Source: an optimization exercise on an open RTL-to-GDS flow (aim: small area, a short achievable clock period and few clock cycles per item). Production flows keep margins and buffers that such runs may drop. Function was checked by simulation only, so behaviour that the tests miss may differ from the original.

==> v34 <==
Design jpeg_ycbcr, start of the top module:
module jpeg_ycbcr(
    rst,
    clk,
    ProcessInit,
    DataInEnable,
    DataInPage,
    DataInCount,
    Data0In,
    Data1In,
    DataInBlockWidth,
    OutEnable,
    OutPixelX,
    OutPixelY,
    OutR,
    OutG,
    OutB
    );
clock: 10.0 ns
lec_check: 0
cap_margin: 20
core_margin: 2
core_utilization: 60
cts_buf_list: sky130_fd_sc_hd__clkbuf_16
cts_cluster_diameter: 70
cts_cluster_size: 30
setup_slack_margin: 5
slew_margin: 20
synth_memory_max_bits: 16384
standard.sh (not shown) runs the stock make flow with config.mk's settings and CLKGATE_MAP_FILE= SYNTH_SCRIPT=/design/flow/synth_recipe.tcl, a recipe that flattens the netlist after the stock synthesis.
==> flow/flow/run.sh <==
#!/bin/bash
# Layout flow: the standard layout (standard.sh: the standard synthesis
# and every ORFS step to the routed layout) with two changes to how the
# layout is optimised; the clock, its period, the constraints and all other
# settings are the standard flow's.
#  - The timing repair steps aim at a setup slack of MARGIN ns instead of
#    the at most 5 ns that flow/config.mk's SETUP_SLACK_MARGIN may ask for,
#    so repair_timing also works on paths longer than about 10 - MARGIN ns.
#  - The port buffers are buf_4 cells (resizable) instead of the delay
#    buffers buffer_ports picks by default; every port still gets a buffer.
# make's full output goes to make_standard.log; each ORFS step also writes
# its own log under orfs/logs/.
set -euo pipefail
MARGIN=6.6
grep -q "SETUP_SLACK_MARGIN=5" standard.sh
sed "s/SETUP_SLACK_MARGIN=5/SETUP_SLACK_MARGIN=${MARGIN} 'BUFFER_PORTS_ARGS=-buffer_cell sky130_fd_sc_hd__buf_4'/" standard.sh > standard_tuned.sh
grep -q "SETUP_SLACK_MARGIN=${MARGIN}" standard_tuned.sh
bash standard_tuned.sh > make_standard.log 2>&1
test -s out/final.def
==> v13: changes against v34 <==
--- a/flow/design.v
+++ b/flow/design.v
@@ -1560,12 +1560,13 @@
     wire [11:0]     CurBlockX = First ? 12'h000 : BlockX;
     wire [11:0]     CurBlockY = First ? 12'h000 : BlockY;
     wire [3:0]      CurPixelX = First ? 4'h0 : PixelX;
     wire [3:0]      CurPixelY = First ? 4'h0 : PixelY;
     wire [12:0]     BlockXInc = F_Inc13({1'b0, BlockX});
     wire [12:0]     BlockYInc = F_Inc13({1'b0, BlockY});
+    reg             BlockXWrap;
     reg [15:0]      RegPixelX;
     reg [15:0]      RegPixelY;
     always @(posedge clk or negedge rst) begin
         if(!rst) begin
             First <= 1'b1;
         end else begin
@@ -1574,23 +1575,24 @@
             end else if(Phase3Enable) begin
                 First <= 1'b0;
             end
         end
     end
     always @(posedge clk) begin
+        BlockXWrap <= ({1'b0, BlockWidth} == BlockXInc);
         RegPixelX <= {CurBlockX, CurPixelX};
         RegPixelY <= {CurBlockY, CurPixelY};
         if(Phase3Enable) begin
             BlockX <= CurBlockX;
             BlockY <= CurBlockY;
             PixelX <= CurPixelX + 4'h1;
             PixelY <= CurPixelY;
             if(CurPixelX == 4'hF) begin
                 PixelY <= CurPixelY + 4'h1;
                 if(CurPixelY == 4'hF) begin
-                    if({1'b0, BlockWidth} == BlockXInc) begin
+                    if(BlockXWrap) begin
                         BlockX <= 12'h000;
                         BlockY <= BlockYInc[11:0];
                     end else begin
                         BlockX <= BlockXInc[11:0];
                     end
                 end
--- a/flow/config.mk
+++ b/flow/config.mk
@@ -6,11 +6,11 @@
 export NUM_CORES = 4
 export LEC_CHECK = 0
 export CAP_MARGIN = 20
 export CORE_MARGIN = 2
 export CORE_UTILIZATION = 60
 export CTS_BUF_LIST = sky130_fd_sc_hd__clkbuf_16
-export CTS_CLUSTER_DIAMETER = 70
-export CTS_CLUSTER_SIZE = 30
+export CTS_CLUSTER_DIAMETER = 65
+export CTS_CLUSTER_SIZE = 28
 export SETUP_SLACK_MARGIN = 5
 export SLEW_MARGIN = 20
 export SYNTH_MEMORY_MAX_BITS = 16384
==> summary.txt <==
The first-pass GRT wire length is 622,000 um. In the synthesized netlist the async set-or-reset flop fraction comes to 0.0303. In this run the vertical extent of the chip is 540 um. The average wire per standard cell is 37.2 um.

The run finished with no timing, DRC or antenna violations. The achievable frequency came out at 288 MHz. The buffer count from post-CTS setup fixing is 1. The starting density of the core is 0.603.
[end of results for v13]
==> summary.txt <==
The run finished with no timing, DRC or antenna violations. The height of the die came out at around 540 um. The first global-routing pass estimated 626,000 um of wire. The total of hold buffers inserted after clock tree synthesis came out at 0. After clock tree synthesis, the setup repair step added 8 buffers. The H-tree depth reported by CTS is 4. Based on the critical path, the design can be clocked at up to between 200 and 300 MHz. The average wire per standard cell came out at 38.1 um.
[end of results for v34]
Testbench counts of v34, summed over its fixed seeds: cycles 99,872, mcus 384.
Testbench counts of v13, summed over its fixed seeds: cycles 99,872, mcus 384.

## port drivers added, routing unchanged
The flow's constraints put no driver on any port. The routed layouts listed below were extracted and timed again, unchanged, in two steps.
Step 1 assumes that a clkbuf_16 drives the clock port and a buf_2 every other input.
Step 2 times the ports against the registers' clock, not the clock port: input delays grow and output delays shrink by t, the midpoint of the rising clock arrivals with the driver on.
Slacks: no drivers / after step 1 / after step 2; pairs: no drivers / after step 1.
run | shift t [ns] | slack for setup (ns) | cell pins on the clock port's net
v34 | 1.075 | 6.536 / 6.421 / 5.717 | 1
v13 | 1.037 | 6.531 / 6.426 / 5.907 | 1
After both steps every run listed still meets setup and hold. For v34, which loses most, drivers alone change the setup slack by -0.115 ns; drivers and shift together by -0.819 ns. The worst setup slack also covers recovery checks on asynchronous resets.
